From an optimization exercise on the open Yosys and OpenROAD flow, aimed at small area, a short achievable clock period and few clock cycles; shortcuts taken in it are not production practice.
Function was checked by simulation only, so behaviour that the tests miss may differ from the original.
No activity file was given, so power comes from the tool's default toggle rates.

==> inputs of run A <==
Design postfix, start of the top module:
module postfix(input clk,
               input rst,
               input [7:0] infix,
               input infix_valid,
               output infix_ready,
               output reg [7:0] result,
               output reg done);
clock: 17.0 ns
lec_check: 0
abc_area: 1
cap_margin: 20
core_margin: 2
core_utilization: 45
place_density: 0.6
slew_margin: 20
standard.sh (not shown) runs the stock make flow with config.mk's settings and CLKGATE_MAP_FILE= SYNTH_SCRIPT=/design/flow/synth_recipe.tcl, a recipe that flattens the netlist after the stock synthesis.
==> flow/flow/run.sh <==
#!/bin/bash
# Standard layout, with timing repair aimed well below the clock period:
# the SDC and its period stay as given, only repair_timing's setup margin
# is raised so that it keeps improving paths that already meet 17 ns.
set -euo pipefail
MARGIN=${MARGIN:-13.0}
bash standard.sh synth > synth.log 2>&1
bash standard.sh SETUP_SLACK_MARGIN=$MARGIN finish > layout.log 2>&1
==> inputs of run E, as changes to run A <==
--- a/flow/design.v
+++ b/flow/design.v
@@ -25,33 +25,25 @@
       end
     c = {G, cin};
     fadd = {c[10], p ^ c[9:0]};
   end
 endfunction
 reg [4:0] q0, q1;
-reg       has0, has1;    
-reg       rdy;           
-assign infix_ready = rdy;
+reg [1:0] cnt;
+assign infix_ready = ~cnt[1];
 wire [4:0] inc = {infix[4], infix[3:0]};
 wire take;
-wire push_q = infix_valid & rdy;
-wire has1_n = has1 ? ~take : has0 & ~take & push_q;
+wire push_q = infix_valid & ~cnt[1];
 always @(posedge clk) begin
-  if (rst) begin
-    has0 <= 1'b0;
-    has1 <= 1'b0;
-    rdy  <= 1'b1;
-  end else begin
-    has0 <= has1 | push_q | has0 & ~take;
-    has1 <= has1_n;
-    rdy  <= ~has1_n;
-  end
-  if (has1 ? take : (push_q & (take | ~has0))) q0 <= has1 ? q1 : inc;
-  if (~has1 & has0 & ~take) q1 <= inc;
+  if (rst) cnt <= 2'd0;
+  else     cnt <= cnt + {1'b0, push_q} - {1'b0, take};
+  if (take ? (cnt != 2'd2) : (cnt == 2'd0)) q0 <= inc;
+  else if (take) q0 <= q1;
+  if (take ? (cnt == 2'd2) : (cnt == 2'd1)) q1 <= inc;
 end
-wire c_v   = has0;
+wire c_v   = cnt != 2'd0;
 wire [3:0] c_d = q0[3:0];
 wire c_eq  = q0[4] & q0[3] & q0[2];
 wire c_dig = q0[4] & ~(q0[3] & q0[2]);
 wire c_mod = ~q0[4] & (q0[3:0] == 4'h5);
 wire c_lp  = ~q0[4] & (q0[3:0] == 4'h8);
 wire c_rp  = ~q0[4] & (q0[3:0] == 4'h9);
@@ -59,22 +51,18 @@
 wire c_add = ~q0[4] & (q0[3:0] == 4'hB);
 wire c_sub = ~q0[4] & (q0[3:0] == 4'hD);
 reg [7:0] S, T;
 reg [1:0] aop;    
 reg [1:0] mop;    
 reg [7:0]    vst [0:NV-1];
-reg [2:0]    ost [0:NO-1];
+reg [3:0]    ost [0:NO-1];
 reg [NB-1:0] bst;
 reg          pend_s;    
 wire [7:0] V0 = vst[0];
-function [2:0] openc(input [1:0] a, input [1:0] m);
-  openc = (a == 2'd0) ? {m[1], 2'b11} : {a[1], m};
-endfunction
-wire [2:0] o0 = ost[0];
-wire [1:0] ap = (o0[1:0] == 2'b11) ? 2'd0 : {o0[2], ~o0[2]};
-wire [1:0] mp = (o0[1:0] == 2'b11) ? {o0[2], ~o0[2]} : o0[1:0];
+wire [1:0] ap = ost[0][3:2];
+wire [1:0] mp = ost[0][1:0];
 wire       triv = bst[0];
 wire [10:0] sum  = fadd({2'b0, S}, {2'b0, (aop == 2'd2) ? ~T : T}, aop == 2'd2);
 wire [7:0] inner = (aop == 2'd0) ? T : sum[7:0];
 reg  [1:0] ph;         
 reg  [1:0] dcnt;
 reg  [7:0] R;          
@@ -89,13 +77,13 @@
 always @(*) begin
   case (s3)
     4'd0, 4'd3, 4'd6, 4'd9, 4'd12: r3 = 2'd0;
     4'd1, 4'd4, 4'd7, 4'd10, 4'd13: r3 = 2'd1;
     default: r3 = 2'd2;
   endcase
-  r5 = (s5 >= 5'd30) ? 3'd0 : (s5 >= 5'd25) ? s5 - 5'd25 : (s5 >= 5'd20) ? s5 - 5'd20 : (s5 >= 5'd15) ? s5 - 5'd15 :
+  r5 = (s5 >= 5'd25) ? s5 - 5'd25 : (s5 >= 5'd20) ? s5 - 5'd20 : (s5 >= 5'd15) ? s5 - 5'd15 :
        (s5 >= 5'd10) ? s5 - 5'd10 : (s5 >= 5'd5) ? s5 - 5'd5 : s5;
   r7 = (s7 >= 5'd14) ? s7 - 5'd14 : (s7 >= 5'd7) ? s7 - 5'd7 : s7;
   case ({r3, T[0]})
     3'b000: r6 = 3'd0; 3'b011: r6 = 3'd1; 3'b100: r6 = 3'd2;
     3'b001: r6 = 3'd3; 3'b010: r6 = 3'd4; default: r6 = 3'd5;
   endcase
@@ -273,75 +261,80 @@
     vst[0] <= v_in;
     for (n = 1; n < NV; n = n + 1) vst[n] <= vst[n-1];
   end else if (v_pop) begin
     for (n = 0; n < NV-1; n = n + 1) vst[n] <= vst[n+1];
   end
   if (o_push) begin
-    ost[0] <= openc(aop, mop);
+    ost[0] <= {aop, mop};
     for (n = 1; n < NO; n = n + 1) ost[n] <= ost[n-1];
   end else if (o_pop) begin
     for (n = 0; n < NO-1; n = n + 1) ost[n] <= ost[n+1];
   end
   if (lp_go) bst <= {bst[NB-2:0], empty};
   else if (take & c_rp) bst <= {1'b0, bst[NB-1:1]};
 end
 always @(posedge clk) begin
+  done <= 1'b0;
   if (rst) begin
     aop <= 2'd0;
     mop <= 2'd0;
     ph <= 2'd0;
     pend_s <= 1'b0;
-    done <= 1'b0;
   end else begin
     pend_s <= o_push & (aop != 2'd0) & (mop != 2'd0);
-    done <= c_v & (ph == 2'd0) & c_eq;
     if (c_v) begin
-      if (ph != 2'd0) begin
-        if (dcnt == 2'd1) ph <= 2'd0;
+      if (ph == 2'd1) begin
+        dcnt <= dcnt + 2'd1;
+        if (dcnt == 2'd0) R <= prod;
+        else begin
+          T <= {R[7:4] + phi, R[3:0]};
+          ph <= 2'd0;
+        end
+      end else if (ph == 2'd2) begin
+        R <= rnext;
+        dcnt <= dcnt + 2'd1;
+        if (dcnt == 2'd1) begin
+          T <= (T == 8'd0) ? V0 : rnext;
+          ph <= 2'd0;
+        end
       end else begin
-        if (c_dig) mop <= 2'd0;
+        if (c_dig) begin
+          if (mop == 2'd1) T <= prod;
+          else if (mop == 2'd0) T <= {4'd0, c_d};
+          else if (c_d != 4'd0) T <= {4'd0, drem};
+          mop <= 2'd0;
+        end
         if (c_mul) mop <= 2'd1;
         if (c_mod) mop <= 2'd2;
-        if (c_add | c_sub) aop <= c_add ? 2'd1 : 2'd2;
-        if (c_lp | c_eq) begin
+        if (c_add | c_sub) begin
+          S <= inner;
+          aop <= c_add ? 2'd1 : 2'd2;
+        end
+        if (c_lp) begin
           aop <= 2'd0;
           mop <= 2'd0;
         end
         if (c_rp) begin
+          T <= inner;
           mop <= 2'd0;
-          aop <= triv ? 2'd0 : ap;
-          if (slow) ph <= mp;
+          if (triv) aop <= 2'd0;
+          else begin
+            aop <= ap;
+            if (ap != 2'd0) S <= V0;
+          end
+          if (slow) begin
+            ph <= mp;
+            dcnt <= 2'd0;
+            R <= {4'd0, r4};
+          end
         end
-      end
-    end
-  end
-end
-always @(posedge clk) begin
-  result <= inner + 8'd48;    
-  if (c_v) begin
-    if (ph == 2'd1) begin
-      dcnt <= dcnt + 2'd1;
-      if (dcnt == 2'd0) R <= prod;
-      else T <= {R[7:4] + phi, R[3:0]};
-    end else if (ph == 2'd2) begin
-      R <= rnext;
-      dcnt <= dcnt + 2'd1;
-      if (dcnt == 2'd1) T <= (T == 8'd0) ? V0 : rnext;
-    end else begin
-      if (c_dig) begin
-        if (mop == 2'd1) T <= prod;
-        else if (mop == 2'd0) T <= {4'd0, c_d};
-        else if (c_d != 4'd0) T <= {4'd0, drem};
-      end
-      if (c_add | c_sub) S <= inner;
-      if (c_rp) begin
-        T <= inner;
-        if (~triv && ap != 2'd0) S <= V0;
-        if (slow) begin
-          dcnt <= 2'd0;
-          R <= {4'd0, r4};
+        if (c_eq) begin
+          result <= inner + 8'd48;
+          done <= 1'b1;
+          aop <= 2'd0;
+          mop <= 2'd0;
         end
       end
     end
   end
 end
 endmodule
==> flow/flow/run.sh (replaced) <==
#!/bin/bash
# Standard layout, with timing repair aimed well below the clock period:
# the SDC and its period stay as given, only repair_timing's setup margin
# is raised so that it keeps improving paths that already meet 17 ns.
set -euo pipefail
MARGIN=${MARGIN:-12.5}
bash standard.sh synth > synth.log 2>&1
bash standard.sh SETUP_SLACK_MARGIN=$MARGIN finish > layout.log 2>&1
==> inputs of run K, as changes to run A <==
--- a/flow/design.v
+++ b/flow/design.v
@@ -78,48 +78,12 @@
 reg  [1:0] ph;         
 reg  [1:0] dcnt;
 reg  [7:0] R;          
 wire [3:0] mb   = (ph == 2'd1) ? V0[3:0] : c_d;
 wire [7:0] prod = T * mb;
 wire [3:0] phi  = T[3:0] * V0[7:4];
-wire [3:0] s3 = T[1:0] + T[3:2] + T[5:4] + T[7:6];
-wire [4:0] s5 = T[3:0] + T[7:4];
-wire [4:0] s7 = T[2:0] + T[5:3] + T[7:6];
-wire [6:0] s9 = T[5:0] + T[7:6];
-reg [1:0] r3; reg [2:0] r5, r6, r7; reg [3:0] r9;
-always @(*) begin
-  case (s3)
-    4'd0, 4'd3, 4'd6, 4'd9, 4'd12: r3 = 2'd0;
-    4'd1, 4'd4, 4'd7, 4'd10, 4'd13: r3 = 2'd1;
-    default: r3 = 2'd2;
-  endcase
-  r5 = (s5 >= 5'd30) ? 3'd0 : (s5 >= 5'd25) ? s5 - 5'd25 : (s5 >= 5'd20) ? s5 - 5'd20 : (s5 >= 5'd15) ? s5 - 5'd15 :
-       (s5 >= 5'd10) ? s5 - 5'd10 : (s5 >= 5'd5) ? s5 - 5'd5 : s5;
-  r7 = (s7 >= 5'd14) ? s7 - 5'd14 : (s7 >= 5'd7) ? s7 - 5'd7 : s7;
-  case ({r3, T[0]})
-    3'b000: r6 = 3'd0; 3'b011: r6 = 3'd1; 3'b100: r6 = 3'd2;
-    3'b001: r6 = 3'd3; 3'b010: r6 = 3'd4; default: r6 = 3'd5;
-  endcase
-  r9 = (s9 >= 7'd63) ? s9 - 7'd63 : (s9 >= 7'd54) ? s9 - 7'd54 : (s9 >= 7'd45) ? s9 - 7'd45 :
-       (s9 >= 7'd36) ? s9 - 7'd36 : (s9 >= 7'd27) ? s9 - 7'd27 : (s9 >= 7'd18) ? s9 - 7'd18 :
-       (s9 >= 7'd9) ? s9 - 7'd9 : s9;
-end
-reg [3:0] drem;
-always @(*) begin
-  case (c_d)
-    4'd2: drem = {3'd0, T[0]};
-    4'd3: drem = {2'd0, r3};
-    4'd4: drem = {2'd0, T[1:0]};
-    4'd5: drem = {1'd0, r5};
-    4'd6: drem = {1'd0, r6};
-    4'd7: drem = {1'd0, r7};
-    4'd8: drem = {1'd0, T[2:0]};
-    4'd9: drem = r9;
-    default: drem = 4'd0;
-  endcase
-end
 function [7:0] dstep(input [7:0] r, input b, input [7:0] v);
   reg [10:0] t;
   begin
     t = fadd({1'b0, r, b}, {2'b11, ~v}, 1'b1);
     dstep = t[9] ? {r[6:0], b} : t[7:0];
   end
@@ -247,29 +211,42 @@
     8'hfe: mod4 = 4'd1;
     8'hff: mod4 = 4'd0;
     default: mod4 = x;
   endcase
 endfunction
 wire [7:0] dvd = (ap != 2'd0) ? vst[1] : vst[0];    
-wire [3:0] r4  = (inner[7:4] != 4'd0) ? dvd[7:4] : mod4(dvd[7:4], inner[3:0]);
+wire       thi = (T[7:4] != 4'd0);
+wire       tps = (dvd[7:4] == 4'd0);
+wire [3:0] mx  = tps ? dvd[3:0] : dvd[7:4];
+wire [3:0] m4  = c_dig ? mod4(thi ? T[7:4] : T[3:0], c_d) : mod4(mx, inner[3:0]);
+wire [3:0] r4  = (inner[7:4] != 4'd0) ? mx : m4;
+wire [3:0] dd = (ph == 2'd3) ? T[3:0] : V0[3:0];
+wire [7:0] dv = (ph == 2'd3) ? {4'd0, c_d} : T;
 reg [7:0] rnext;
 always @(*) begin
-  if (dcnt == 2'd0) rnext = dstep(dstep(R, V0[3], T), V0[2], T);
-  else              rnext = dstep(dstep(R, V0[1], T), V0[0], T);
+  if (dcnt == 2'd0) rnext = dstep(dstep(R, dd[3], dv), dd[2], dv);
+  else              rnext = dstep(dstep(R, dd[1], dv), dd[0], dv);
 end
-wire slow   = c_rp & ~triv & (mp != 2'd0);
-wire finish = (ph != 2'd0) && dcnt == 2'd1;
-assign take = c_v & ((ph == 2'd0) ? ~slow : finish);
+wire dslow  = c_dig & (mop == 2'd2) & (c_d != 4'd0) & thi;
+wire pfast  = (ph == 2'd0) & c_rp & ~triv & (mp == 2'd2) & tps;
+wire slow   = c_rp & ~triv & (mp != 2'd0) & ~pfast | dslow;
+wire mfast  = (V0[7:4] == 4'd0);
+wire finish = (ph != 2'd0) && dcnt == 2'd1 || (ph == 2'd1) && mfast;
+reg  pend_p;
+wire hold   = pend_p & c_rp & ~triv;
+wire go     = c_v & ~hold;
+assign take = (ph == 2'd0) ? go & ~slow : c_v & finish;
 wire empty   = (aop == 2'd0) && (mop == 2'd0);
-wire lp_go   = c_v & (ph == 2'd0) & c_lp;
+wire lp_go   = go & (ph == 2'd0) & c_lp;
 wire o_push  = lp_go & ~empty;
 wire o_pop   = take & c_rp & ~triv;
 wire v_push  = o_push | pend_s;
 wire [7:0] v_in = (pend_s || mop == 2'd0) ? S : T;
-wire v_pop   = c_v & c_rp & ~triv & (ph == 2'd0) & (ap != 2'd0) |
-               take & c_rp & ~triv & (mp != 2'd0);
+wire v_pop   = go & c_rp & ~triv & (ph == 2'd0) & (ap != 2'd0) |
+               take & c_rp & ~triv & (mp != 2'd0) & ~(pfast & (ap != 2'd0)) |
+               pend_p;
 integer n;
 always @(posedge clk) begin
   if (v_push) begin
     vst[0] <= v_in;
     for (n = 1; n < NV; n = n + 1) vst[n] <= vst[n-1];
   end else if (v_pop) begin
@@ -287,61 +264,70 @@
 always @(posedge clk) begin
   if (rst) begin
     aop <= 2'd0;
     mop <= 2'd0;
     ph <= 2'd0;
     pend_s <= 1'b0;
+    pend_p <= 1'b0;
     done <= 1'b0;
   end else begin
     pend_s <= o_push & (aop != 2'd0) & (mop != 2'd0);
-    done <= c_v & (ph == 2'd0) & c_eq;
-    if (c_v) begin
-      if (ph != 2'd0) begin
-        if (dcnt == 2'd1) ph <= 2'd0;
-      end else begin
-        if (c_dig) mop <= 2'd0;
-        if (c_mul) mop <= 2'd1;
-        if (c_mod) mop <= 2'd2;
-        if (c_add | c_sub) aop <= c_add ? 2'd1 : 2'd2;
-        if (c_lp | c_eq) begin
-          aop <= 2'd0;
-          mop <= 2'd0;
-        end
-        if (c_rp) begin
-          mop <= 2'd0;
-          aop <= triv ? 2'd0 : ap;
-          if (slow) ph <= mp;
-        end
+    pend_p <= go & (ph == 2'd0) & pfast & (ap != 2'd0);
+    done <= go & (ph == 2'd0) & c_eq;
+    if (ph != 2'd0) begin
+      if (c_v & finish) ph <= 2'd0;
+    end else if (go) begin
+      if (c_dig) begin
+        if (dslow) ph <= 2'd3;
+        mop <= 2'd0;
+      end
+      if (c_mul) mop <= 2'd1;
+      if (c_mod) mop <= 2'd2;
+      if (c_add | c_sub) aop <= c_add ? 2'd1 : 2'd2;
+      if (c_lp | c_eq) begin
+        aop <= 2'd0;
+        mop <= 2'd0;
+      end
+      if (c_rp) begin
+        mop <= 2'd0;
+        aop <= triv ? 2'd0 : ap;
+        if (slow) ph <= mp;
       end
     end
   end
 end
 always @(posedge clk) begin
   result <= inner + 8'd48;    
-  if (c_v) begin
-    if (ph == 2'd1) begin
+  if (ph == 2'd1) begin
+    if (c_v) begin
       dcnt <= dcnt + 2'd1;
-      if (dcnt == 2'd0) R <= prod;
+      if (dcnt == 2'd0 && !mfast) R <= prod;
+      else if (dcnt == 2'd0) T <= prod;
       else T <= {R[7:4] + phi, R[3:0]};
-    end else if (ph == 2'd2) begin
+    end
+  end else if (ph[1]) begin
+    if (c_v) begin
       R <= rnext;
       dcnt <= dcnt + 2'd1;
-      if (dcnt == 2'd1) T <= (T == 8'd0) ? V0 : rnext;
-    end else begin
-      if (c_dig) begin
-        if (mop == 2'd1) T <= prod;
-        else if (mop == 2'd0) T <= {4'd0, c_d};
-        else if (c_d != 4'd0) T <= {4'd0, drem};
-      end
-      if (c_add | c_sub) S <= inner;
-      if (c_rp) begin
-        T <= inner;
-        if (~triv && ap != 2'd0) S <= V0;
-        if (slow) begin
-          dcnt <= 2'd0;
-          R <= {4'd0, r4};
-        end
+      if (dcnt == 2'd1) T <= (ph == 2'd2 && T == 8'd0) ? V0 : rnext;
+    end
+  end else if (go) begin
+    if (c_dig) begin
+      if (mop == 2'd1) T <= prod;
+      else if (mop == 2'd0) T <= {4'd0, c_d};
+      else if (dslow) begin
+        R <= {4'd0, m4};
+        dcnt <= 2'd0;
+      end else if (c_d != 4'd0) T <= {4'd0, m4};
+    end
+    if (c_add | c_sub) S <= inner;
+    if (c_rp) begin
+      T <= pfast ? {4'd0, r4} : inner;
+      if (~triv && ap != 2'd0) S <= V0;
+      if (slow) begin
+        dcnt <= 2'd0;
+        R <= {4'd0, r4};
       end
     end
   end
 end
 endmodule
CORE_UTILIZATION = 60   (was 45)
PLACE_DENSITY = 0.75   (was 0.6)
==> comparison <==
- Die area: run K < run A < run E.
- First-iteration DRC count, highest first: run K, run E, run A.
- Combinational power: run A < run K < run E.
- Of run E and run A, run E has the higher sequential share of layout area (gap 2.7 points).
- Via count: run K > run A > run E.
- Utilization, highest first: run K, run A, run E.
- Area after synthesis: run K < run A < run E.
- Setup slack: run A > run E > run K.
Testbench counts of run A, summed over its fixed seeds: cycles 9,282.
Testbench counts of run E, summed over its fixed seeds: cycles 9,282.
Testbench counts of run K, summed over its fixed seeds: cycles 8,939.

-- re-timing with driven ports --
Ports are ideal in the flow. The routed layouts listed here were re-timed in OpenROAD.
Step 1 (the two cells are an assumption about what drives the block):
set clk [get_ports {clk}]
set_driving_cell -lib_cell sky130_fd_sc_hd__clkbuf_16 $clk
set_driving_cell -lib_cell sky130_fd_sc_hd__buf_2 [delete_from_list [all_inputs] $clk]
Step 2 moves the port delays by t, midway between the first and last clock arrival at a register: inputs arrive t later, outputs are due t later. That takes back most of the time a late clock gives input paths.
a / b / c = ideal / step 1 / step 2; a / b = the first two.
| run | t, ns | slack for setup (ns) | worst setup path at the end | latest minus earliest clock arrival (ns) | slew at the worst register clock pin (ns) |
|---|---|---|---|---|---|
| run A | 0.589 | 12.622 / 12.573 / 12.759 | input to register | 0.021 / 0.021 | 0.08 / 0.08 |
| run E | 0.593 | 12.534 / 12.484 / 12.089 | input to register | 0.019 / 0.019 | 0.07 / 0.07 |
| run K | 0.584 | 12.255 / 12.255 / 12.255 | register to register | 0.023 / 0.024 | 0.07 / 0.07 |
After both steps setup and hold are still met in every run listed. The setup slack of run E, which loses most, moves by -0.050 ns with the drivers and by -0.445 ns with both steps.
